Source: an optimization exercise on an open RTL-to-GDS flow (aim: small area). Production flows keep margins and buffers that such runs may drop. RTL that was checked went through simulation tests only; none was proved equivalent to the original. No activity file was given, so power comes from the tool's default toggle rates.

== oak ==
Design Matrix_Multiplication, start of the top module:
module Matrix_Multiplication (
  input clk, reset,
  input [7:0] a1, a2, a3, a4, b1, b2, b3, b4,
  output [16:0] c1, c2, c3, c4, c5, c6, c7, c8, c9, c10, c11, c12, c13, c14, c15, c16
);
For scale: ~3,000 cells after synthesis, about 460 flip-flops, ~340 I/O pins.
Settings: LEC_CHECK=0, CAP_MARGIN=20, CORE_MARGIN=2, CORE_UTILIZATION=65, GPL_TIMING_DRIVEN=0, SLEW_MARGIN=20; clock period 8.0 ns.
standard.sh (not shown) runs the stock make flow with config.mk's settings and CLKGATE_MAP_FILE= SYNTH_SCRIPT=/design/flow/synth_recipe.tcl, a recipe that flattens the netlist after the stock synthesis.
==> flow/flow/run.sh <==
#!/bin/bash
# Own flow: the standard layout, with the PE's leaf modules mapped one-to-one
# onto standard cells before synthesis (flow/map.py), buf_1 port buffers,
# synthesis buffers removed at floorplan, and the extra ORFS settings listed
# one per line in flow/make_args.  Each tool's output goes to a log here.
set -euo pipefail
python3 flow/map.py design.v > design_mapped.v 2> map.log
EXTRA=()
if [[ -f flow/make_args ]]; then
  while IFS= read -r line; do
    [[ -n "$line" && "$line" != \#* ]] && EXTRA+=("$line")
  done < flow/make_args
fi
bash standard.sh VERILOG_FILES=$PWD/design_mapped.v \
  "BUFFER_PORTS_ARGS=-buffer_cell sky130_fd_sc_hd__buf_1" \
  REMOVE_ABC_BUFFERS=1 "${EXTRA[@]}" \
  finish > standard.log 2>&1
==> flow/flow/make_args <==
CTS_ARGS=-sink_clustering_enable -repair_clock_nets -dont_use_dummy_load -buf_list sky130_fd_sc_hd__clkbuf_16 -sink_clustering_size 24 -sink_clustering_max_diameter 100
Other scripts of this flow, unchanged in this note and not shown: flow/flow/map.py
oak finished every stage and its layout cleared the timing, DRC and antenna checks.
### oak -> pine
Settings: CORE_UTILIZATION: 65 -> 80.
==> flow/flow/make_args <==
CTS_ARGS=-sink_clustering_enable -repair_clock_nets -dont_use_dummy_load -buf_list sky130_fd_sc_hd__clkbuf_8 -sink_clustering_size 15 -sink_clustering_max_diameter 80
[summary]
In the tables for pine and oak, share of power burned in registers reads lower with oak.
pine: time the worst path needs with I/O delays and setup lower than oak
Taking oak as the reference, in pine overall power consumption fell by about 0.7%; area of the die went down 18%; critical path depth essentially unchanged.

========
Another version of the RTL of Matrix_Multiplication (not shown whole).
Size: roughly 3500 cells after synthesis, roughly 460 flip-flops, roughly 340 I/O pins.
==> flow/config.mk <==
export PLATFORM = sky130hd
export DESIGN_NAME = Matrix_Multiplication
export DESIGN_NICKNAME = Matrix_Multiplication
export VERILOG_FILES = /design/flow/design.v
export SDC_FILE = /design/flow/constraint.sdc
export NUM_CORES = 4
export LEC_CHECK = 0
export CAP_MARGIN = 20
export CORE_MARGIN = 2
export CORE_UTILIZATION = 40
export SLEW_MARGIN = 20
==> flow/constraint.sdc <==
create_clock -name core_clock -period 8.0 [get_ports {clk}]
set_input_delay 1.6000 -clock core_clock [delete_from_list [all_inputs] [get_ports {clk}]]
set_output_delay 1.6000 -clock core_clock [all_outputs]
set_load 0.01 [all_outputs]
==> flow/flow/run.sh <==
#!/bin/bash
# Own flow: the standard layout, with the PE's leaf modules mapped one-to-one
# onto standard cells before synthesis, buf_1 port buffers and synthesis
# buffers removed at floorplan.  Each tool's output goes to a log in this folder.
set -euo pipefail
python3 flow/map.py design.v > design_mapped.v 2> map.log
EXTRA=()
[[ -f flow/cts_args ]] && EXTRA+=("CTS_ARGS=$(cat flow/cts_args)")
bash standard.sh VERILOG_FILES=$PWD/design_mapped.v \
  "BUFFER_PORTS_ARGS=-buffer_cell sky130_fd_sc_hd__buf_1" \
  REMOVE_ABC_BUFFERS=1 "${EXTRA[@]}" \
  finish > standard.log 2>&1
==> flow/flow/map.py <==
#!/usr/bin/env python3
"""Map the leaf modules of the PE netlist (Systolic_fa, Systolic_nand2, ...)
one-to-one onto sky130hd cells.  Reads design.v, writes the mapped design to
stdout.  Each leaf module keeps its name and ports; only its body becomes a
single standard-cell instance with the same function."""
import re, sys

CELLS = {
    'fa':    ("input a, b, ci, output s, co", "sky130_fd_sc_hd__fa_1 c (.A(a), .B(b), .CIN(ci), .SUM(s), .COUT(co));"),
    'ha':    ("input a, b, output s, co", "sky130_fd_sc_hd__ha_1 c (.A(a), .B(b), .SUM(s), .COUT(co));"),
    'nand2': ("input a, b, output y", "sky130_fd_sc_hd__nand2_1 c (.A(a), .B(b), .Y(y));"),
    'and2':  ("input a, b, output y", "sky130_fd_sc_hd__and2_1 c (.A(a), .B(b), .X(y));"),
    'nor2':  ("input a, b, output y", "sky130_fd_sc_hd__nor2_1 c (.A(a), .B(b), .Y(y));"),
    'or2':   ("input a, b, output y", "sky130_fd_sc_hd__or2_1 c (.A(a), .B(b), .X(y));"),
    'xor2':  ("input a, b, output y", "sky130_fd_sc_hd__xor2_1 c (.A(a), .B(b), .X(y));"),
    'xnor2': ("input a, b, output y", "sky130_fd_sc_hd__xnor2_1 c (.A(a), .B(b), .Y(y));"),
    'inv':   ("input a, output y", "sky130_fd_sc_hd__inv_1 c (.A(a), .Y(y));"),
}

src = open(sys.argv[1]).read()
n = 0
for m, (ports, body) in CELLS.items():
    pat = re.compile(r'\bmodule\s+Systolic_' + m + r'\b.*?\bendmodule\b', re.S)
    src, k = pat.subn(f"module Systolic_{m} ({ports});\n  {body}\nendmodule", src)
    n += k
sys.stdout.write(src)
print(f"map.py: mapped {n} leaf modules", file=sys.stderr)
Change:
==> flow/flow/run.sh (replaced) <==
#!/bin/bash
# Own flow: the standard layout, with the PE's leaf modules mapped one-to-one
# onto standard cells before synthesis (flow/map.py), buf_1 port buffers,
# synthesis buffers removed at floorplan, and the extra ORFS settings listed
# one per line in flow/make_args.  Each tool's output goes to a log here.
set -euo pipefail
python3 flow/map.py design.v > design_mapped.v 2> map.log
EXTRA=()
if [[ -f flow/make_args ]]; then
  while IFS= read -r line; do
    [[ -n "$line" && "$line" != \#* ]] && EXTRA+=("$line")
  done < flow/make_args
fi
bash standard.sh VERILOG_FILES=$PWD/design_mapped.v \
  "BUFFER_PORTS_ARGS=-buffer_cell sky130_fd_sc_hd__buf_1" \
  REMOVE_ABC_BUFFERS=1 "${EXTRA[@]}" \
  finish > standard.log 2>&1
==> flow/flow/make_args (new file) <==
CTS_ARGS=-sink_clustering_enable -repair_clock_nets -dont_use_dummy_load -buf_list sky130_fd_sc_hd__clkbuf_16 -sink_clustering_size 30 -sink_clustering_max_diameter 60
--- a/flow/flow/map.py
+++ b/flow/flow/map.py
@@ -16,4 +16,6 @@
     'xnor2': ("input a, b, output y", "sky130_fd_sc_hd__xnor2_1 c (.A(a), .B(b), .Y(y));"),
     'inv':   ("input a, output y", "sky130_fd_sc_hd__inv_1 c (.A(a), .Y(y));"),
+    'nor2b': ("input a, bn, output y", "sky130_fd_sc_hd__nor2b_1 c (.A(a), .B_N(bn), .Y(y));"),
+    'or2b':  ("input a, bn, output y", "sky130_fd_sc_hd__or2b_1 c (.A(a), .B_N(bn), .X(y));"),
 }
 
- CORE_UTILIZATION: 40 -> 65
- GPL_TIMING_DRIVEN: default -> 0
After rerunning:
- maximum frequency goes down by 0.73%
- synthesized cell count stays the same
- worst hold slack barely changes
- die area goes down by 38%
- clock power is lower by 32%
- global-route usage climbs by 9.2 points
- final cell count is lower by 14%
- final area came out lower by 5.3%
- core utilization went up by 24 points
- power drops by 6.9%
- via count decreases by 2.1%
Change:
==> flow/flow/make_args (replaced) <==
CTS_ARGS=-sink_clustering_enable -repair_clock_nets -dont_use_dummy_load -buf_list sky130_fd_sc_hd__clkbuf_4
--- a/flow/flow/map.py
+++ b/flow/flow/map.py
@@ -16,6 +16,4 @@
     'xnor2': ("input a, b, output y", "sky130_fd_sc_hd__xnor2_1 c (.A(a), .B(b), .Y(y));"),
     'inv':   ("input a, output y", "sky130_fd_sc_hd__inv_1 c (.A(a), .Y(y));"),
-    'nor2b': ("input a, bn, output y", "sky130_fd_sc_hd__nor2b_1 c (.A(a), .B_N(bn), .Y(y));"),
-    'or2b':  ("input a, bn, output y", "sky130_fd_sc_hd__or2b_1 c (.A(a), .B_N(bn), .X(y));"),
 }
 
- GPL_TIMING_DRIVEN: 0 -> default
The new run produced a clean layout. Cell area climbs by 1.0%. Wire length rises by 5.2%. Setup slack improves by 0.25 ns. Hold slack barely changes. Sequential share of layout area shrinks by 0.28 points. Register-to-register slack degrades by 0.03 ns. Area after synthesis stays the same. Power increases by 1.4%. Via count climbs by 3.3%.
No functional check of the RTL was part of any run of this note.

## re-timing with driven ports
The results above use ideal ports. As a check the final layouts listed here were re-extracted and re-timed, cells and wires unchanged. Step 1, drivers: a clkbuf_16 drives clk and a buf_2 each remaining input, both assumed. Step 2 moves the port delays by t, midway between the first and last clock arrival at a register: inputs arrive t later, outputs are due t later. That takes back most of the time a late clock gives input paths. Slacks: ideal ports / drivers / drivers and shift; pairs: ideal ports / drivers.
run	shift t [ns]	setup WS [ns]	cell pins on the clock port's net
oak	0.659	0.508 / 0.549 / -0.110	1
pine	0.686	0.552 / 0.585 / -0.101	1
the first run of note 2	0.717	0.248 / 0.290 / -0.427	1
the second run of note 2	0.645	0.191 / 0.197 / -0.448	1
the third run of note 2	0.998	0.437 / 0.469 / -0.529	1
With both steps, setup timing fails in every run listed, where it was met with ideal ports. The setup slack of the third run of note 2, which loses most, moves by +0.032 ns with the drivers and by -0.966 ns with both steps.
